What follows belongs to an exercise in optimizing a design on an open flow for small area; a production flow would make more cautious choices.
Function was checked by simulation only, so behaviour that the tests miss may differ from the original.
Power figures rest on the tool's default switching activity, not on a simulated workload.

===== design/flow/config.mk =====
export PLATFORM = sky130hd
export DESIGN_NAME = LCD
export DESIGN_NICKNAME = LCD
export VERILOG_FILES = /design/flow/design.v
export SDC_FILE = /design/flow/constraint.sdc
export NUM_CORES = 4
export LEC_CHECK = 0
export CAP_MARGIN = 20
export CORE_MARGIN = 2
export CORE_UTILIZATION = 40
export CTS_BUF_LIST = sky130_fd_sc_hd__clkbuf_2 sky130_fd_sc_hd__clkbuf_4 sky130_fd_sc_hd__clkbuf_8
export SLEW_MARGIN = 20
export SYNTH_HIERARCHICAL = 1

===== design/flow/constraint.sdc =====
create_clock -name core_clock -period 20.0 [get_ports {clock}]
set_input_delay 4.0000 -clock core_clock [delete_from_list [all_inputs] [get_ports {clock}]]
set_output_delay 4.0000 -clock core_clock [all_outputs]
set_load 0.01 [all_outputs]

===== design/flow/design.v =====
module g_a2111o_1(input A1, input A2, input B1, input C1, input D1, output X);
    assign X = (A1&A2) | (B1) | (C1) | (D1);
endmodule
module g_a221o_2(input A1, input A2, input B1, input B2, input C1, output X);
    assign X = (B1&B2) | (A1&A2) | (C1);
endmodule
module g_a31o_2(input A1, input A2, input A3, input B1, output X);
    assign X = (A1&A2&A3) | (B1);
endmodule
module g_a31oi_1(input A1, input A2, input A3, input B1, output Y);
    assign Y = (~A1&~B1) | (~A2&~B1) | (~A3&~B1);
endmodule
module g_a32oi_1(input A1, input A2, input A3, input B1, input B2, output Y);
    assign Y = (~A1&~B1) | (~A1&~B2) | (~A2&~B1) | (~A3&~B1) | (~A2&~B2) | (~A3&~B2);
endmodule
module g_a41o_2(input A1, input A2, input A3, input A4, input B1, output X);
    assign X = (A1&A2&A3&A4) | (B1);
endmodule
module g_clkinv_1(input A, output Y);
    assign Y = (~A);
endmodule
module g_nand2_1(input A, input B, output Y);
    assign Y = (~A) | (~B);
endmodule
module g_nand3_1(input A, input B, input C, output Y);
    assign Y = (~A) | (~B) | (~C);
endmodule
module g_nand4_1(input A, input B, input C, input D, output Y);
    assign Y = (~A) | (~B) | (~C) | (~D);
endmodule
module g_nor2_1(input A, input B, output Y);
    assign Y = (~A&~B);
endmodule
module g_o211a_1(input A1, input A2, input B1, input C1, output X);
    assign X = (A1&B1&C1) | (A2&B1&C1);
endmodule
module g_o21ai_0(input A1, input A2, input B1, output Y);
    assign Y = (~A1&~A2) | (~B1);
endmodule
module g_o21bai_1(input A1, input A2, input B1_N, output Y);
    assign Y = (~A1&~A2) | (B1_N);
endmodule
module g_o22a_2(input A1, input A2, input B1, input B2, output X);
    assign X = (A1&B1) | (A2&B1) | (A1&B2) | (A2&B2);
endmodule
module g_o22ai_1(input A1, input A2, input B1, input B2, output Y);
    assign Y = (~B1&~B2) | (~A1&~A2);
endmodule
module g_o311ai_0(input A1, input A2, input A3, input B1, input C1, output Y);
    assign Y = (~A1&~A2&~A3) | (~B1) | (~C1);
endmodule
module g_xor2_1(input A, input B, output X);
    assign X = (A&~B) | (~A&B);
endmodule
module LCD(clock, reset, LCD_E, LCD_RS, LCD_RW, SF_D, SF_CE0);
    input clock;
    input reset;
    output LCD_E;
    output LCD_RS;
    output LCD_RW;
    output [3:0] SF_D;
    output SF_CE0;
    reg [11:0] lo;
    reg [8:0] hi;
    wire clock;
    wire reset;
    wire LCD_E;
    wire LCD_RS;
    wire LCD_RW;
    wire [3:0] SF_D;
    wire SF_CE0;
    wire _000_;
    wire _001_;
    wire _002_;
    wire _003_;
    wire _004_;
    wire _005_;
    wire _006_;
    wire _007_;
    wire _008_;
    wire _009_;
    wire _010_;
    wire _011_;
    wire _012_;
    wire _013_;
    wire _014_;
    wire _015_;
    wire _016_;
    wire _017_;
    wire _018_;
    wire _019_;
    wire _020_;
    wire _021_;
    wire _022_;
    wire _023_;
    wire _024_;
    wire _025_;
    wire _026_;
    wire _027_;
    wire _028_;
    wire _029_;
    wire _030_;
    wire _031_;
    wire _032_;
    wire _033_;
    wire _034_;
    wire _035_;
    wire _036_;
    wire _037_;
    wire _038_;
    wire _039_;
    wire _040_;
    wire _041_;
    wire _042_;
    wire _043_;
    wire _044_;
    wire _045_;
    wire _046_;
    wire _047_;
    wire _048_;
    wire _049_;
    wire _050_;
    wire _051_;
    wire _052_;
    wire _053_;
    wire _054_;
    wire _055_;
    wire _056_;
    wire _057_;
    wire _058_;
    wire _059_;
    wire _060_;
    wire _061_;
    wire _062_;
    wire _063_;
    wire _064_;
    wire _065_;
    wire _066_;
    wire _067_;
    wire _068_;
    wire _069_;
    wire _070_;
    wire _071_;
    wire _072_;
    wire _073_;
    wire _074_;
    wire _075_;
    wire _076_;
    wire _077_;
    wire _078_;
    wire _079_;
    wire _080_;
    wire _081_;
    wire _082_;
    wire _083_;
    wire _084_;
    wire _085_;
    wire _086_;
    wire _087_;
    wire _088_;
    wire _089_;
    wire _090_;
    wire _091_;
    wire _092_;
    wire _093_;
    wire _094_;
    wire _095_;
    wire _096_;
    wire _097_;
    wire _098_;
    wire _099_;
    wire _100_;
    wire _101_;
    wire _102_;
    wire _103_;
    wire _104_;
    wire _105_;
    wire _106_;
    wire _107_;
    wire _108_;
    wire _109_;
    wire _110_;
    wire _111_;
    wire _112_;
    wire _113_;
    wire _114_;
    wire _115_;
    wire _116_;
    wire _117_;
    wire _118_;
    wire _119_;
    wire _120_;
    wire _121_;
    wire _122_;
    wire _123_;
    wire _124_;
    wire _125_;
    wire _126_;
    wire _127_;
    wire _128_;
    wire _129_;
    wire _130_;
    wire _131_;
    wire _132_;
    wire _133_;
    wire _134_;
    wire _135_;
    wire _136_;
    wire _137_;
    wire _138_;
    wire _139_;
    wire _140_;
    wire _141_;
    wire _142_;
    wire _143_;
    wire _144_;
    wire _145_;
    wire _146_;
    wire _147_;
    wire _148_;
    wire _149_;
    wire _150_;
    wire _151_;
    wire _152_;
    wire _153_;
    wire _154_;
    wire _155_;
    wire _156_;
    wire _157_;
    wire _158_;
    wire _159_;
    wire _160_;
    wire _161_;
    wire _162_;
    wire _163_;
    wire _164_;
    wire _165_;
    wire _166_;
    wire _167_;
    wire _168_;
    wire _169_;
    wire _170_;
    wire _171_;
    wire _172_;
    wire _173_;
    wire _174_;
    wire _175_;
    wire _176_;
    wire _177_;
    wire _178_;
    wire _179_;
    wire _180_;
    wire _181_;
    wire _182_;
    wire _183_;
    wire _184_;
    wire _185_;
    wire _186_;
    wire _187_;
    wire _188_;
    wire _189_;
    wire _190_;
    wire _191_;
    wire _192_;
    wire _193_;
    wire _194_;
    wire _195_;
    wire _196_;
    wire _197_;
    wire _198_;
    wire _199_;
    wire _200_;
    wire _201_;
    wire _202_;
    wire _203_;
    wire _204_;
    wire _205_;
    wire _206_;
    wire _207_;
    wire _208_;
    wire _209_;
    wire _210_;
    wire _211_;
    wire _212_;
    wire _213_;
    wire _214_;
    wire _215_;
    wire _216_;
    wire _217_;
    wire _218_;
    wire _219_;
    wire _220_;
    wire _221_;
    wire _222_;
    wire _223_;
    wire _224_;
    wire _225_;
    wire _226_;
    wire _227_;
    wire _228_;
    wire _229_;
    wire _230_;
    wire _231_;
    wire _232_;
    wire _233_;
    wire _234_;
    wire _235_;
    wire _236_;
    wire _237_;
    wire _238_;
    wire _239_;
    wire _240_;
    wire _241_;
    wire _242_;
    wire _243_;
    wire [12:0] lc;
    assign lc[0] = 1'h1;
    assign SF_CE0 = 1'h1;
    assign LCD_RW = 1'h0;
    assign lc[1] = lo[0];
    g_clkinv_1 u_244_ (.A(hi[4]), .Y(_195_));
    g_clkinv_1 u_245_ (.A(hi[1]), .Y(_196_));
    g_clkinv_1 u_246_ (.A(hi[2]), .Y(_197_));
    g_nor2_1 u_247_ (.A(_196_), .B(_197_), .Y(_198_));
    g_clkinv_1 u_248_ (.A(hi[3]), .Y(_199_));
    g_o21ai_0 u_249_ (.A1(_195_), .A2(_198_), .B1(_199_), .Y(_200_));
    g_nand3_1 u_250_ (.A(lo[2]), .B(lo[5]), .C(lo[11]), .Y(_201_));
    g_clkinv_1 u_251_ (.A(hi[0]), .Y(_202_));
    g_nor2_1 u_252_ (.A(_196_), .B(_202_), .Y(_203_));
    g_clkinv_1 u_253_ (.A(_203_), .Y(_204_));
    g_nor2_1 u_254_ (.A(_197_), .B(_204_), .Y(_205_));
    g_clkinv_1 u_255_ (.A(_205_), .Y(_206_));
    g_nor2_1 u_256_ (.A(_201_), .B(_206_), .Y(_207_));
    g_o21ai_0 u_257_ (.A1(_200_), .A2(_207_), .B1(hi[5]), .Y(_208_));
    g_clkinv_1 u_258_ (.A(hi[6]), .Y(_209_));
    g_clkinv_1 u_259_ (.A(hi[5]), .Y(_210_));
    g_nor2_1 u_260_ (.A(_210_), .B(_195_), .Y(_211_));
    g_nor2_1 u_261_ (.A(hi[0]), .B(_196_), .Y(_212_));
    g_nand2_1 u_262_ (.A(_211_), .B(_212_), .Y(_213_));
    g_clkinv_1 u_263_ (.A(_213_), .Y(_214_));
    g_nor2_1 u_264_ (.A(hi[3]), .B(_197_), .Y(_215_));
    g_nand3_1 u_265_ (.A(_214_), .B(_201_), .C(_215_), .Y(_216_));
    g_clkinv_1 u_266_ (.A(hi[8]), .Y(_217_));
    g_a31oi_1 u_267_ (.A1(_208_), .A2(_209_), .A3(_216_), .B1(_217_), .Y(LCD_RS));
    g_nor2_1 u_268_ (.A(lo[8]), .B(lo[10]), .Y(_218_));
    g_clkinv_1 u_269_ (.A(lo[9]), .Y(_219_));
    g_clkinv_1 u_270_ (.A(lo[11]), .Y(_220_));
    g_nand3_1 u_271_ (.A(_218_), .B(_219_), .C(_220_), .Y(_221_));
    g_clkinv_1 u_272_ (.A(lo[0]), .Y(_222_));
    g_clkinv_1 u_273_ (.A(lo[1]), .Y(_223_));
    g_nor2_1 u_274_ (.A(_222_), .B(_223_), .Y(_224_));
    g_nor2_1 u_275_ (.A(lo[2]), .B(_224_), .Y(_225_));
    g_nor2_1 u_276_ (.A(lo[3]), .B(lo[5]), .Y(_226_));
    g_nor2_1 u_277_ (.A(lo[7]), .B(lo[4]), .Y(_227_));
    g_nor2_1 u_278_ (.A(lo[7]), .B(lo[6]), .Y(_228_));
    g_a31oi_1 u_279_ (.A1(_225_), .A2(_226_), .A3(_227_), .B1(_228_), .Y(_229_));
    g_nor2_1 u_280_ (.A(_221_), .B(_229_), .Y(_230_));
    g_nor2_1 u_281_ (.A(_195_), .B(_199_), .Y(_231_));
    g_clkinv_1 u_282_ (.A(_231_), .Y(_232_));
    g_nor2_1 u_283_ (.A(_217_), .B(_232_), .Y(_233_));
    g_nand3_1 u_284_ (.A(_233_), .B(hi[1]), .C(_197_), .Y(_234_));
    g_o21ai_0 u_285_ (.A1(hi[6]), .A2(_215_), .B1(_212_), .Y(_235_));
    g_nand2_1 u_286_ (.A(_234_), .B(_235_), .Y(_236_));
    g_nor2_1 u_287_ (.A(_202_), .B(_199_), .Y(_237_));
    g_clkinv_1 u_288_ (.A(_237_), .Y(_238_));
    g_nor2_1 u_289_ (.A(_197_), .B(_217_), .Y(_239_));
    g_clkinv_1 u_290_ (.A(_239_), .Y(_240_));
    g_nor2_1 u_291_ (.A(hi[0]), .B(hi[2]), .Y(_241_));
    g_clkinv_1 u_292_ (.A(_241_), .Y(_242_));
    g_nor2_1 u_293_ (.A(hi[1]), .B(hi[3]), .Y(_243_));
    g_o21ai_0 u_294_ (.A1(hi[0]), .A2(_197_), .B1(_243_), .Y(_021_));
    g_o21ai_0 u_295_ (.A1(hi[4]), .A2(_242_), .B1(_021_), .Y(_022_));
    g_nand2_1 u_296_ (.A(_022_), .B(_209_), .Y(_023_));
    g_o21ai_0 u_297_ (.A1(_238_), .A2(_240_), .B1(_023_), .Y(_024_));
    g_nor2_1 u_298_ (.A(hi[1]), .B(hi[0]), .Y(_025_));
    g_a31o_2 u_299_ (.A1(_195_), .A2(_197_), .A3(hi[0]), .B1(_025_), .X(_026_));
    g_nand2_1 u_300_ (.A(_212_), .B(hi[2]), .Y(_027_));
    g_o21ai_0 u_301_ (.A1(hi[1]), .A2(_202_), .B1(_027_), .Y(_028_));
    g_clkinv_1 u_302_ (.A(_230_), .Y(_029_));
    g_a221o_2 u_303_ (.A1(_232_), .A2(_026_), .B1(_233_), .B2(_028_), .C1(_029_), .X(_030_));
    g_nor2_1 u_304_ (.A(_222_), .B(_201_), .Y(_031_));
    g_nor2_1 u_305_ (.A(hi[1]), .B(hi[2]), .Y(_032_));
    g_clkinv_1 u_306_ (.A(_211_), .Y(_033_));
    g_nor2_1 u_307_ (.A(_199_), .B(_033_), .Y(_034_));
    g_clkinv_1 u_308_ (.A(_034_), .Y(_035_));
    g_nor2_1 u_309_ (.A(_032_), .B(_035_), .Y(_036_));
    g_clkinv_1 u_310_ (.A(hi[7]), .Y(_037_));
    g_nor2_1 u_311_ (.A(_209_), .B(_037_), .Y(_038_));
    g_nand4_1 u_312_ (.A(_036_), .B(_206_), .C(_038_), .D(_242_), .Y(_039_));
    g_nand2_1 u_313_ (.A(_039_), .B(_217_), .Y(_040_));
    g_nand2_1 u_314_ (.A(_195_), .B(_199_), .Y(_041_));
    g_o21ai_0 u_315_ (.A1(_041_), .A2(_205_), .B1(hi[5]), .Y(_042_));
    g_nor2_1 u_316_ (.A(hi[2]), .B(_209_), .Y(_043_));
    g_clkinv_1 u_317_ (.A(_043_), .Y(_044_));
    g_nand2_1 u_318_ (.A(_042_), .B(_044_), .Y(_045_));
    g_nand2_1 u_319_ (.A(_040_), .B(_045_), .Y(_046_));
    g_nor2_1 u_320_ (.A(_031_), .B(_046_), .Y(_047_));
    g_o311ai_0 u_321_ (.A1(_230_), .A2(_236_), .A3(_024_), .B1(_030_), .C1(_047_), .Y(_048_));
    g_nand2_1 u_322_ (.A(_210_), .B(_197_), .Y(_049_));
    g_clkinv_1 u_323_ (.A(_038_), .Y(_050_));
    g_nor2_1 u_324_ (.A(_050_), .B(_036_), .Y(_051_));
    g_o21ai_0 u_325_ (.A1(_041_), .A2(_049_), .B1(_051_), .Y(_052_));
    g_nand2_1 u_326_ (.A(_048_), .B(_052_), .Y(SF_D[0]));
    g_clkinv_1 u_327_ (.A(lo[2]), .Y(_053_));
    g_nor2_1 u_328_ (.A(_222_), .B(_053_), .Y(_054_));
    g_nand3_1 u_329_ (.A(_227_), .B(_219_), .C(lo[3]), .Y(_055_));
    g_clkinv_1 u_330_ (.A(lo[4]), .Y(_056_));
    g_nand2_1 u_331_ (.A(_056_), .B(_219_), .Y(_057_));
    g_clkinv_1 u_332_ (.A(_228_), .Y(_058_));
    g_nor2_1 u_333_ (.A(_057_), .B(_058_), .Y(_059_));
    g_clkinv_1 u_334_ (.A(lo[3]), .Y(_060_));
    g_nand3_1 u_335_ (.A(_059_), .B(_060_), .C(lo[1]), .Y(_061_));
    g_o21ai_0 u_336_ (.A1(_054_), .A2(_055_), .B1(_061_), .Y(_062_));
    g_nor2_1 u_337_ (.A(lo[5]), .B(lo[11]), .Y(_063_));
    g_nand2_1 u_338_ (.A(_062_), .B(_063_), .Y(_064_));
    g_nand2_1 u_339_ (.A(_219_), .B(_223_), .Y(_065_));
    g_nand3_1 u_340_ (.A(_226_), .B(lo[4]), .C(_053_), .Y(_066_));
    g_clkinv_1 u_341_ (.A(lo[5]), .Y(_067_));
    g_nand2_1 u_342_ (.A(_067_), .B(lo[2]), .Y(_068_));
    g_nor2_1 u_343_ (.A(_068_), .B(_057_), .Y(_069_));
    g_nand2_1 u_344_ (.A(_222_), .B(_223_), .Y(_070_));
    g_nand2_1 u_345_ (.A(_069_), .B(_070_), .Y(_071_));
    g_o21ai_0 u_346_ (.A1(_065_), .A2(_066_), .B1(_071_), .Y(_072_));
    g_clkinv_1 u_347_ (.A(lo[7]), .Y(_073_));
    g_nand3_1 u_348_ (.A(_072_), .B(_073_), .C(lo[6]), .Y(_074_));
    g_nand4_1 u_349_ (.A(_069_), .B(_220_), .C(_223_), .D(_228_), .Y(_075_));
    g_nand3_1 u_350_ (.A(_064_), .B(_074_), .C(_075_), .Y(_076_));
    g_nand3_1 u_351_ (.A(_025_), .B(_210_), .C(_195_), .Y(_077_));
    g_o21ai_0 u_352_ (.A1(_204_), .A2(_033_), .B1(_077_), .Y(_078_));
    g_nand3_1 u_353_ (.A(_078_), .B(_215_), .C(_038_), .Y(_079_));
    g_nand4_1 u_354_ (.A(_211_), .B(_038_), .C(_237_), .D(_032_), .Y(_080_));
    g_nor2_1 u_355_ (.A(hi[2]), .B(_199_), .Y(_081_));
    g_nand3_1 u_356_ (.A(_214_), .B(_038_), .C(_081_), .Y(_082_));
    g_nand3_1 u_357_ (.A(_070_), .B(lo[2]), .C(lo[3]), .Y(_083_));
    g_nand4_1 u_358_ (.A(_059_), .B(_083_), .C(_218_), .D(_063_), .Y(_084_));
    g_a31oi_1 u_359_ (.A1(_079_), .A2(_080_), .A3(_082_), .B1(_084_), .Y(_085_));
    g_a41o_2 u_360_ (.A1(_040_), .A2(_045_), .A3(_218_), .A4(_076_), .B1(_085_), .X(LCD_E));
    g_nand3_1 u_361_ (.A(_198_), .B(_195_), .C(hi[3]), .Y(_086_));
    g_o21ai_0 u_362_ (.A1(_209_), .A2(_238_), .B1(_086_), .Y(_087_));
    g_nand2_1 u_363_ (.A(_203_), .B(_215_), .Y(_088_));
    g_nand2_1 u_364_ (.A(_230_), .B(_088_), .Y(_089_));
    g_o211a_1 u_365_ (.A1(_230_), .A2(_087_), .B1(_089_), .C1(_047_), .X(SF_D[3]));
    g_nor2_1 u_366_ (.A(_242_), .B(_232_), .Y(_090_));
    g_a31oi_1 u_367_ (.A1(_202_), .A2(_195_), .A3(hi[2]), .B1(_090_), .Y(_091_));
    g_nand2_1 u_368_ (.A(_232_), .B(_209_), .Y(_092_));
    g_nand3_1 u_369_ (.A(_092_), .B(hi[8]), .C(_212_), .Y(_093_));
    g_nor2_1 u_370_ (.A(hi[3]), .B(_202_), .Y(_094_));
    g_o21ai_0 u_371_ (.A1(hi[3]), .A2(_202_), .B1(hi[8]), .Y(_095_));
    g_a32oi_1 u_372_ (.A1(_094_), .A2(_197_), .A3(_209_), .B1(_095_), .B2(_196_), .Y(_096_));
    g_nand4_1 u_373_ (.A(_091_), .B(_086_), .C(_093_), .D(_096_), .Y(_097_));
    g_nor2_1 u_374_ (.A(hi[1]), .B(hi[4]), .Y(_098_));
    g_nor2_1 u_375_ (.A(hi[6]), .B(_081_), .Y(_099_));
    g_nand2_1 u_376_ (.A(hi[0]), .B(hi[4]), .Y(_100_));
    g_a31oi_1 u_377_ (.A1(_099_), .A2(_027_), .A3(_100_), .B1(_217_), .Y(_101_));
    g_a2111o_1 u_378_ (.A1(hi[4]), .A2(_215_), .B1(_098_), .C1(_101_), .D1(_029_), .X(_102_));
    g_o211a_1 u_379_ (.A1(_230_), .A2(_097_), .B1(_102_), .C1(_047_), .X(SF_D[2]));
    g_nand2_1 u_380_ (.A(_209_), .B(hi[2]), .Y(_103_));
    g_nor2_1 u_381_ (.A(hi[1]), .B(_202_), .Y(_104_));
    g_nand2_1 u_382_ (.A(_239_), .B(_104_), .Y(_105_));
    g_nand3_1 u_383_ (.A(_094_), .B(hi[1]), .C(_197_), .Y(_106_));
    g_a31oi_1 u_384_ (.A1(_197_), .A2(hi[1]), .A3(hi[0]), .B1(hi[4]), .Y(_107_));
    g_a32oi_1 u_385_ (.A1(_105_), .A2(_106_), .A3(hi[4]), .B1(_027_), .B2(_107_), .Y(_108_));
    g_a2111o_1 u_386_ (.A1(_025_), .A2(_103_), .B1(_090_), .C1(_108_), .D1(_230_), .X(_109_));
    g_o22ai_1 u_387_ (.A1(hi[4]), .A2(_025_), .B1(_104_), .B2(_240_), .Y(_110_));
    g_nand2_1 u_388_ (.A(_110_), .B(hi[3]), .Y(_111_));
    g_nand2_1 u_389_ (.A(_241_), .B(_199_), .Y(_112_));
    g_nand4_1 u_390_ (.A(_230_), .B(_044_), .C(_111_), .D(_112_), .Y(_113_));
    g_nand3_1 u_391_ (.A(_047_), .B(_109_), .C(_113_), .Y(_114_));
    g_clkinv_1 u_392_ (.A(lo[6]), .Y(_115_));
    g_nor2_1 u_393_ (.A(_073_), .B(_115_), .Y(_116_));
    g_clkinv_1 u_394_ (.A(_116_), .Y(_117_));
    g_nor2_1 u_395_ (.A(_219_), .B(_117_), .Y(_118_));
    g_nand4_1 u_396_ (.A(lo[4]), .B(lo[2]), .C(lo[3]), .D(lo[1]), .Y(_119_));
    g_nand2_1 u_397_ (.A(_119_), .B(_067_), .Y(_120_));
    g_a41o_2 u_398_ (.A1(lo[8]), .A2(lo[10]), .A3(_118_), .A4(_120_), .B1(_082_), .X(_121_));
    g_nand3_1 u_399_ (.A(_114_), .B(_052_), .C(_121_), .Y(SF_D[1]));
    g_nor2_1 u_400_ (.A(_222_), .B(_119_), .Y(_122_));
    g_clkinv_1 u_401_ (.A(_122_), .Y(_123_));
    g_nor2_1 u_402_ (.A(_067_), .B(_123_), .Y(_124_));
    g_clkinv_1 u_403_ (.A(_124_), .Y(_125_));
    g_nand2_1 u_404_ (.A(_123_), .B(_067_), .Y(_126_));
    g_nand2_1 u_405_ (.A(_125_), .B(_126_), .Y(_127_));
    g_nand4_1 u_406_ (.A(lo[0]), .B(lo[8]), .C(lo[10]), .D(lo[5]), .Y(_128_));
    g_clkinv_1 u_407_ (.A(_080_), .Y(_129_));
    g_clkinv_1 u_408_ (.A(lo[8]), .Y(_130_));
    g_nand2_1 u_409_ (.A(_054_), .B(lo[4]), .Y(_131_));
    g_nor2_1 u_410_ (.A(_130_), .B(_131_), .Y(_132_));
    g_nand4_1 u_411_ (.A(_129_), .B(lo[10]), .C(lo[3]), .D(_132_), .Y(_133_));
    g_o21ai_0 u_412_ (.A1(_082_), .A2(_128_), .B1(_133_), .Y(_134_));
    g_nand2_1 u_413_ (.A(_038_), .B(_116_), .Y(_135_));
    g_nor2_1 u_414_ (.A(_131_), .B(_135_), .Y(_136_));
    g_a32oi_1 u_415_ (.A1(_215_), .A2(_214_), .A3(_136_), .B1(_040_), .B2(_031_), .Y(_137_));
    g_clkinv_1 u_416_ (.A(_224_), .Y(_138_));
    g_nor2_1 u_417_ (.A(_053_), .B(_138_), .Y(_139_));
    g_clkinv_1 u_418_ (.A(_139_), .Y(_140_));
    g_nand3_1 u_419_ (.A(_132_), .B(_196_), .C(_241_), .Y(_141_));
    g_o21ai_0 u_420_ (.A1(_206_), .A2(_140_), .B1(_141_), .Y(_142_));
    g_nand3_1 u_421_ (.A(_231_), .B(hi[5]), .C(lo[9]), .Y(_143_));
    g_nor2_1 u_422_ (.A(_143_), .B(_050_), .Y(_144_));
    g_nand3_1 u_423_ (.A(_142_), .B(lo[7]), .C(_144_), .Y(_145_));
    g_nand2_1 u_424_ (.A(_137_), .B(_145_), .Y(_146_));
    g_a31oi_1 u_425_ (.A1(lo[9]), .A2(_116_), .A3(_134_), .B1(_146_), .Y(_147_));
    g_clkinv_1 u_426_ (.A(reset), .Y(_148_));
    g_nand2_1 u_427_ (.A(_147_), .B(_148_), .Y(_149_));
    g_nor2_1 u_428_ (.A(_127_), .B(_149_), .Y(_000_));
    g_o21ai_0 u_429_ (.A1(_060_), .A2(_140_), .B1(_056_), .Y(_150_));
    g_nand2_1 u_430_ (.A(_150_), .B(_123_), .Y(_151_));
    g_nor2_1 u_431_ (.A(_151_), .B(_149_), .Y(_001_));
    g_nand2_1 u_432_ (.A(_138_), .B(_070_), .Y(_152_));
    g_nor2_1 u_433_ (.A(_152_), .B(_149_), .Y(_002_));
    g_nor2_1 u_434_ (.A(lo[0]), .B(_149_), .Y(_003_));
    g_nor2_1 u_435_ (.A(_117_), .B(_125_), .Y(_153_));
    g_clkinv_1 u_436_ (.A(_153_), .Y(_154_));
    g_nor2_1 u_437_ (.A(_130_), .B(_154_), .Y(_155_));
    g_nand3_1 u_438_ (.A(_155_), .B(lo[9]), .C(lo[10]), .Y(_156_));
    g_o21ai_0 u_439_ (.A1(_220_), .A2(_156_), .B1(_147_), .Y(_157_));
    g_o21ai_0 u_440_ (.A1(_209_), .A2(_240_), .B1(_157_), .Y(_158_));
    g_nor2_1 u_441_ (.A(_206_), .B(_158_), .Y(_159_));
    g_clkinv_1 u_442_ (.A(_159_), .Y(_160_));
    g_nor2_1 u_443_ (.A(_232_), .B(_160_), .Y(_161_));
    g_a31oi_1 u_444_ (.A1(_161_), .A2(hi[5]), .A3(hi[6]), .B1(hi[7]), .Y(_162_));
    g_clkinv_1 u_445_ (.A(_161_), .Y(_163_));
    g_nor2_1 u_446_ (.A(_210_), .B(_163_), .Y(_164_));
    g_clkinv_1 u_447_ (.A(_164_), .Y(_165_));
    g_o21ai_0 u_448_ (.A1(_050_), .A2(_165_), .B1(_148_), .Y(_166_));
    g_nor2_1 u_449_ (.A(_162_), .B(_166_), .Y(_004_));
    g_nor2_1 u_450_ (.A(hi[6]), .B(_164_), .Y(_167_));
    g_o21ai_0 u_451_ (.A1(_209_), .A2(_165_), .B1(_148_), .Y(_168_));
    g_nor2_1 u_452_ (.A(_167_), .B(_168_), .Y(_005_));
    g_nor2_1 u_453_ (.A(hi[5]), .B(_161_), .Y(_169_));
    g_nand2_1 u_454_ (.A(_165_), .B(_148_), .Y(_170_));
    g_nor2_1 u_455_ (.A(_169_), .B(_170_), .Y(_006_));
    g_nor2_1 u_456_ (.A(_199_), .B(_160_), .Y(_171_));
    g_o211a_1 u_457_ (.A1(hi[4]), .A2(_171_), .B1(_148_), .C1(_163_), .X(_007_));
    g_nor2_1 u_458_ (.A(hi[3]), .B(_159_), .Y(_172_));
    g_o21ai_0 u_459_ (.A1(_172_), .A2(_171_), .B1(_148_), .Y(_008_));
    g_o21ai_0 u_460_ (.A1(_204_), .A2(_158_), .B1(_148_), .Y(_173_));
    g_o22a_2 u_461_ (.A1(hi[2]), .A2(_173_), .B1(reset), .B2(_160_), .X(_009_));
    g_a31oi_1 u_462_ (.A1(_155_), .A2(lo[9]), .A3(lo[10]), .B1(lo[11]), .Y(_174_));
    g_o21ai_0 u_463_ (.A1(_174_), .A2(_157_), .B1(_148_), .Y(_010_));
    g_nor2_1 u_464_ (.A(_202_), .B(_158_), .Y(_175_));
    g_nor2_1 u_465_ (.A(hi[1]), .B(_175_), .Y(_176_));
    g_nor2_1 u_466_ (.A(_173_), .B(_176_), .Y(_011_));
    g_a31oi_1 u_467_ (.A1(_161_), .A2(hi[5]), .A3(_038_), .B1(hi[8]), .Y(_177_));
    g_nor2_1 u_468_ (.A(reset), .B(_177_), .Y(_012_));
    g_clkinv_1 u_469_ (.A(_158_), .Y(_178_));
    g_o21ai_0 u_470_ (.A1(hi[0]), .A2(_178_), .B1(_148_), .Y(_179_));
    g_nor2_1 u_471_ (.A(_175_), .B(_179_), .Y(_013_));
    g_clkinv_1 u_472_ (.A(_155_), .Y(_180_));
    g_o21bai_1 u_473_ (.A1(_219_), .A2(_180_), .B1_N(lo[10]), .Y(_181_));
    g_nand3_1 u_474_ (.A(_147_), .B(_156_), .C(_181_), .Y(_182_));
    g_nand2_1 u_475_ (.A(_182_), .B(_148_), .Y(_014_));
    g_nand2_1 u_476_ (.A(_154_), .B(_130_), .Y(_183_));
    g_nand2_1 u_477_ (.A(_180_), .B(_183_), .Y(_184_));
    g_nor2_1 u_478_ (.A(_184_), .B(_149_), .Y(_015_));
    g_xor2_1 u_479_ (.A(_219_), .B(_155_), .X(_185_));
    g_o21ai_0 u_480_ (.A1(_185_), .A2(_149_), .B1(_148_), .Y(_016_));
    g_nor2_1 u_481_ (.A(_115_), .B(_125_), .Y(_186_));
    g_clkinv_1 u_482_ (.A(_186_), .Y(_187_));
    g_nand2_1 u_483_ (.A(_125_), .B(_115_), .Y(_188_));
    g_nand3_1 u_484_ (.A(_147_), .B(_187_), .C(_188_), .Y(_189_));
    g_nand2_1 u_485_ (.A(_189_), .B(_148_), .Y(_017_));
    g_xor2_1 u_486_ (.A(_060_), .B(_139_), .X(_190_));
    g_o21ai_0 u_487_ (.A1(_190_), .A2(_149_), .B1(_148_), .Y(_018_));
    g_nor2_1 u_488_ (.A(_225_), .B(_139_), .Y(_191_));
    g_nand2_1 u_489_ (.A(_147_), .B(_191_), .Y(_192_));
    g_nand2_1 u_490_ (.A(_192_), .B(_148_), .Y(_019_));
    g_nand2_1 u_491_ (.A(_187_), .B(_073_), .Y(_193_));
    g_nand2_1 u_492_ (.A(_193_), .B(_154_), .Y(_194_));
    g_nor2_1 u_493_ (.A(_194_), .B(_149_), .Y(_020_));
    always @(posedge clock) begin
        lo[0] <= _003_;
        lo[1] <= _002_;
        lo[2] <= _019_;
        lo[3] <= _018_;
        lo[4] <= _001_;
        lo[5] <= _000_;
        lo[6] <= _017_;
        lo[7] <= _020_;
        lo[8] <= _015_;
        lo[9] <= _016_;
        lo[10] <= _014_;
        lo[11] <= _010_;
        hi[0] <= _013_;
        hi[1] <= _011_;
        hi[2] <= _009_;
        hi[3] <= _008_;
        hi[4] <= _007_;
        hi[5] <= _006_;
        hi[6] <= _005_;
        hi[7] <= _004_;
        hi[8] <= _012_;
    end
endmodule

===== design/flow/run.sh =====
#!/bin/bash
# synth_recipe.tcl (not shown) runs the flow's synth.tcl, then flattens the netlist and writes it again
# the make line also repeats each setting of config.mk as NAME=value (left out here)
make -C /OpenROAD-flow-scripts/flow DESIGN_CONFIG=/design/flow/config.mk WORK_HOME=/design/flow/orfs CLKGATE_MAP_FILE= SYNTH_SCRIPT=/design/flow/synth_recipe.tcl finish

==> results.yml, run 1 <==
status:
  status: "no timing/DRC/antenna violations"
synthesis:
  ys_seq_area_share_pct: 26.4
  yosys.area.top_type_share_pct: 26.4
  yosysTopAreaCell: "dfxtp_1"
  synth-compound-area-share_pct: 21.8
  synth_mux_area_share_pct: 0
  synth_top_family_by_area: "simple AND/OR/NAND/NOR gates"
  synth_area_leaders: "dfxtp_1 26%, nor2_1 17%, inv_1 11%, nand2_1 10%, o21ai_1 8.5%"
  synth_simple_gate_area_share_pct: 38.2
  synth_cells: 275
  synthAdderAreaFrac_pct: 0
  synth_seq_cells: 21
  synth_flop_cell: "dfxtp_1"
  ys_types: 21
  synth.most_common_cell: "nor2_1"
  netlist_area_um2: 1590
  synth_edf_count: 0
  synth_warnings: 7
  synthXorXnorAreaFrac_pct: 1.10
  synth_nets: 277
  synth_top_cells_by_count: "72 x nor2_1, 47 x inv_1, 43 x nand2_1"
  async_reset_ff_share_pct: 0
  avgSynthCellArea_um2: 5.79
sta:
  finalCritPeriodShare_pct: 34.1
  drv_slew: 0
  tightest_slew_ps: 494
  hold_ws_ps: 465
  hold_viol: 0
  rsz0062_at_grt: "false"
  setup_slack_ps: 13180
  clock_skew_ps: 3.81
  max_freq_ghz: 0.147
  maxSlewHeadroom_pct: 66.9
  fin_crit_ps: 6820
  finalSetupViolCount: 0
  tns_ps: 0
worst_setup_path:
  critPathMaxFanout: 9
  timing.critical_path.buf_inv: 4
  critPathRequiredTime_ps: 16000
  crit_path_end_kind: "primary output"
  crit_path_cell_trace: "inv_1 -> nor2_1 -> inv_1 -> nor2_1 -> inv_1 -> nor2_1 -> nand4_1 -> nand2_1 -> nand2_1 -> nor2_1 -> o311ai_1 -> nand2_1 -> clkdlybuf4s50_1"
  worstSetupPathType: "reg -> out"
  start_kind: "flip-flop"
  crit_family: "simple AND/OR/NAND/NOR gates"
  cp_slowest_stage_delay_ps: 520
  crit_slowest_cell: "clkdlybuf4s50_1"
  critPathMostFrequentCell: "nor2_1"
  crit_arrival_ps: 2820
clock_tree:
  cts_max_path_buffers: 2
  hold_buffers: 0
  post_cts_resized: 0
  postCtsSetupBuffers: 0
  cts_tree: "yes"
  cts_root_buf: "clkbuf_8"
  htreeDepth: 1
  clk_latency_ps: 260
  cts-buffers-inserted: 3
  path_clk_slew_ps: 80
  cts.sinks: 21
placed_design:
  port_buffers: 7
  place_hpwl_um: 3450
  gp_congestion: 0.925
  place_ws_ps: 13520
global_route:
  gr-total-overflow: 0
  grt_pass1_vias: 1653
  antenna_found_initial: 0
  grt_pass1_wl_um: 7500
  grt_start_max_net_pins: 15
  grt_use_total_pct: 21.5
cells_and_area:
  diodes: 0
  utilization_pct: 46.9
  layout.nets: 287
  layout-drive-gt1-share_pct: 1.41
  area_delta_synth_final_pct: 10.3
route:
  final_antenna_net_count: 0
  remaining_drc_errors: 0
  wl_per_cell_um: 13.4
  drt_iter0_markers: 296
  avgViaCountPerCell: 5.67
  dr_total_vias: 1883
  routed_wl_um: 4450
  drtPass1Iterations: 6
die:
  die_x_um: 67.1
  pin_count: 10
  coreArea_um2: 3740
  rows: 22
  dieArea_um2: 4500
  initial_core_util_pct: 42.5
  die_h_um: 67.1
power:
  p_leak_nw: 0.775
  ir_drop_mv: 0.0165
  powerDensity_nw_per_um2: 45.2
  power_w: 0.0000794
run:
  drv_cap: 0
min_path:
  hold_class: "reg -> reg"
## logic make-up after synthesis
family / after synthesis
xor gates and xnor gates: 2
other: 2
buffers and inverters: 49
AOI/OAI and AO/OA: 53
DFF: 21
and+or+nand+nor: 148
## state kept, by name (all words and copies together) (netlist names)
name,count
hi,9
lo,12
## worst paths after layout
kind	startpoint	endpoint	cells past startpoint	slack [ps]
setup / recovery	hi[4]	SF_D[0]	13	13180
hold / removal	lo[0]	lo[0]	1	470
setup reg to reg	hi[0]	hi[6]	20	16690
hold reg to reg	lo[0]	lo[0]	1	470
## per-layer routing
layer | global-route usage, % | routed length, um | vias up
met2 | 32.1 | 1810 | 96
met5 | 0 | 0 | -
met1 | 31.8 | 2260 | 854
met4 | 4.08 | 42 | 0
li1 | - | - | 927
met3 | 4.05 | 337 | 6
## modules after synthesis, one instance, submodules excluded, a selection
module      copies in the design  cell area (um^2)  flops+latches
LCD                            1               443             21
g_a221o_2                      1              10.0              0
g_a31o_2                       1              8.76              0
g_a31oi_1                     10              6.26              0
g_a32oi_1                      3              8.76              0
g_nand2_1                     43              3.75              0
g_nand3_1                     24              5.00              0
g_nand4_1                      9              6.26              0
g_o21ai_0                     27              5.00              0
g_o21bai_1                     1              7.51              0
g_xor2_1                       2              8.76              0
## metrics by stage
| stage | instance area [um^2] | std cells |
|---|---|---|
| finish | 1760 | 332 |
| global route | 1760 | 332 |
| CTS | 1760 | 332 |
| detailed placement | 1710 | 328 |
| global placement | 1710 | 328 |
| floorplan | 1590 | 275 |
## cell usage in the layout (no fill, tap or decap), drive strengths merged
cell type,Yosys,final
a31o,1,1
a2111o,2,2
o22a,1,1
dfxtp,21,21
o21bai,1,1
a32oi,3,3
nand3,24,24
a31oi,10,10
a41o,2,2
nand2,43,43
o311ai,1,1
nor2,72,72
xor2,2,2
nand4,9,9
o21ai,27,27
o211a,3,3
inv,47,47
clkdlybuf4s50,0,7
conb,2,2
a221o,1,1
o22ai,1,1
clkbuf,0,4
## report_power, final
group | switching [W] | internal [W] | total (W)
Clock | 0.0000147 | 0.0000156 | 0.0000303
Sequential | 0.00000106 | 0.0000426 | 0.0000437
Combinational | 0.00000383 | 0.00000166 | 0.00000549
## area by class of cell
class | count | area, um^2
repair buffers | 7 | 70.1
flip-flops and latches | 21 | 420
fillers | 421 | 1990
clock buffers | 4 | 48.8
well taps | 48 | 60.1
multi-input cells | 205 | 980
inverters | 47 | 176
==> inputs of run 2 (changes only) <==
--- a/design/flow/config.mk
+++ b/design/flow/config.mk
@@ -8,6 +8,5 @@
 export CAP_MARGIN = 20
 export CORE_MARGIN = 2
 export CORE_UTILIZATION = 40
-export CTS_BUF_LIST = sky130_fd_sc_hd__clkbuf_2 sky130_fd_sc_hd__clkbuf_4 sky130_fd_sc_hd__clkbuf_8
 export SLEW_MARGIN = 20
 export SYNTH_HIERARCHICAL = 1
==> results.yml, run 2 <==
cells_and_area:
  area_delta_synth_final_pct: 10.1
  regMostFlops: "lo"
  fill_cells: 423
  diodes: 0
  layout-drive-gt1-share_pct: 1.06
  final_cell_mix: "72 x nor2_1, 47 x inv_1, 43 x nand2_1"
  layout.nets: 287
  reg.largest.list: "lo: 12 flops, hi: 9 flops"
  largest_reg_flops: 12
  final_cells: 332
  final_common_cell: "nor2_1"
clock_tree:
  post_cts_resized: 0
  postCtsSetupBuffers: 0
  htreeDepth: 1
  path_clk_slew_ps: 80
  cts_root_buf: "clkbuf_8"
  hold_buffers: 0
  cts_tree: "yes"
  cts.sinks: 21
  cts_max_path_buffers: 2
  clk_latency_ps: 260
  cts-buffers-inserted: 3
status:
  status: "no timing/DRC/antenna violations"
die:
  rows: 22
  die_h_um: 67.1
  coreArea_um2: 3740
  pin_count: 10
  die_x_um: 67.1
  dieArea_um2: 4500
  initial_core_util_pct: 42.5
synthesis:
  synth.most_common_cell: "nor2_1"
  synth_edf_count: 0
  yosys.area.top_type_share_pct: 26.4
  synth_top_cells_by_count: "72 x nor2_1, 47 x inv_1, 43 x nand2_1"
  yosysTopAreaCell: "dfxtp_1"
  synth_seq_cells: 21
  netlist_area_um2: 1590
  synth_warnings: 7
  ys_types: 21
  async_reset_ff_share_pct: 0
  synth_cells: 275
  ys_seq_area_share_pct: 26.4
  synth_flop_cell: "dfxtp_1"
  avgSynthCellArea_um2: 5.79
  synth_nets: 277
  synth_area_leaders: "dfxtp_1 26%, nor2_1 17%, inv_1 11%, nand2_1 10%, o21ai_1 8.5%"
route:
  drtPass1Iterations: 5
  drt_iter0_markers: 321
  avgViaCountPerCell: 5.66
  wl_per_cell_um: 13.3
  remaining_drc_errors: 0
  final_antenna_net_count: 0
  dr_total_vias: 1879
  routed_wl_um: 4410
worst_setup_path:
  critPathRequiredTime_ps: 16000
  cp.depth: 13
  crit_path_cell_trace: "inv_1 -> nor2_1 -> inv_1 -> nor2_1 -> inv_1 -> nor2_1 -> nand4_1 -> nand2_1 -> nand2_1 -> nor2_1 -> o311ai_1 -> nand2_1 -> clkdlybuf4s50_1"
  r2r_cells: 20
  timing.critical_path.buf_inv: 4
  crit_path_end_kind: "primary output"
  crit_family: "simple AND/OR/NAND/NOR gates"
  critPathMaxFanout: 9
  critPathMostFrequentCell: "nor2_1"
  start_kind: "flip-flop"
  crit_arrival_ps: 2790
  cp_slowest_stage_delay_ps: 520
  crit_slowest_cell: "clkdlybuf4s50_1"
  worstSetupPathType: "reg -> out"
power:
  ir_drop_mv: 0.0161
  powerDensity_nw_per_um2: 44.4
  p_leak_nw: 0.771
global_route:
  grt_pass1_vias: 1651
  grt_start_max_net_pins: 15
  grt_pass1_wl_um: 7510
  antenna_found_initial: 0
  gr-total-overflow: 0
  grt_use_total_pct: 21.5
sta:
  hold_viol: 0
  clock_skew_ps: 3.13
  tightest_slew_ps: 510
  max_freq_ghz: 0.147
  rsz0062_at_grt: "false"
  drv_slew: 0
  maxSlewHeadroom_pct: 65.8
  tns_ps: 0
  finalCritPeriodShare_pct: 34.0
  fin_crit_ps: 6790
  finalSetupViolCount: 0
placed_design:
  placed_cells: 328
  port_buffers: 7
  gp_congestion: 0.925
  place_hpwl_um: 3450
min_path:
  hold_class: "reg -> reg"
  min_path_cells: 1
run:
  drv_cap: 0
[run 2: cell count changes in the layout (fill, tap and decap cells not counted)]
cell | before | now
clkbuf_1 | 0 | 1
clkbuf_4 | 1 | 0
[run 2: path summary, 6_finish.rpt]
path,from,endpoint,slack (ps)
worst min-delay path,lo[0],lo[0],460
worst max register to register,hi[0],hi[6],16710
worst min register to register,lo[0],lo[0],460
worst max-delay path,hi[4],SF_D[0],13210
[run 2: metrics by stage]
stage	utilization, %	cell area [um^2]	setup WS (ps)	hold WS (ps)	total power, W
2_1_floorplan	-	1590	14280	398	0.0000487
3_3_place_gp	45.6	1710	13580	429	0.0000501
3_5_place_dp	45.6	1710	13520	437	0.0000500
4_1_cts	46.8	1750	13220	456	0.0000782
5_1_grt	46.8	1750	12900	469	0.0000810
6_report	46.8	1750	13210	457	0.0000779
[run 2: Yosys stat by module, one instance, submodules excluded, a selection]
module / times used / flops+latches / cells inside / cell area [um^2]
g_xor2_1: 2 / 0 / 1 / 8.76
g_a32oi_1: 3 / 0 / 1 / 8.76
g_nand4_1: 9 / 0 / 1 / 6.26
g_o211a_1: 3 / 0 / 1 / 10.0
g_a31oi_1: 10 / 0 / 1 / 6.26
g_clkinv_1: 47 / 0 / 1 / 3.75
[run 2: logic make-up (layout without fill, tap and decap cells)]
group           Yosys count  after routing  synth area share, %
flops                    21             21                 26.4
xor+xnor                  2              2                 1.10
buf+inv                  49             58                 12.0
simple gates            148            148                 38.2
compound gates           53             53                 21.8
other cells               2              2                0.472
[run 2: power by group]
group / switching, W / internal (W) / total [W]
Sequential: 0.00000103 / 0.0000426 / 0.0000436
Clock: 0.0000145 / 0.0000142 / 0.0000287
Combinational: 0.00000384 / 0.00000166 / 0.00000550
Total: 0.0000194 / 0.0000585 / 0.0000779
[run 2: final cells by class]
type | count | area, um^2 | area share (%)
repair buffers | 7 | 70.1 | 4.00
well taps | 48 | 60.1 | 3.43
clock buffers | 4 | 45.0 | 2.57
inverters | 47 | 176 | 10.1
flip-flops and latches | 21 | 420 | 24.0
multi-input cells | 205 | 980 | 55.9
[run 2: metal layers]
metal  GRT usage [%]  share of wire [%]  vias up
met5               0                  0        -
met4            4.08               0.61        0
met3            3.55                8.0        2
met2            32.2                 41       96
met1            32.1                 51      855
li1                -                  -      926

==> re-timing with driven ports <==
Ports are ideal in the flow. The routed layouts listed here were re-timed in OpenROAD. Step 1 sets driving cells, clkbuf_16 on the clock port and buf_2 on the other inputs (assumed; they add their load-dependent delay and slew). Step 2 adds t to the input delays and takes it off the output delays; t is the mean of the earliest and latest rising clock arrival at the registers after step 1. Input paths then give back, and output paths get back, about the clock's delay inside the block. Slacks: ideal ports / drivers / drivers and shift; pairs: ideal ports / drivers.
run	t, ns	slack for setup (ns)	worst setup path after step 2	worst register clock-pin slew, ns	worst slew at a driven data input, ns
run 1	0.285	13.181 / 13.154 / 13.439	register to output	0.08 / 0.08	0.03
run 2	0.284	13.206 / 13.180 / 13.464	register to output	0.08 / 0.08	0.03
After both steps every run listed still meets setup and hold.
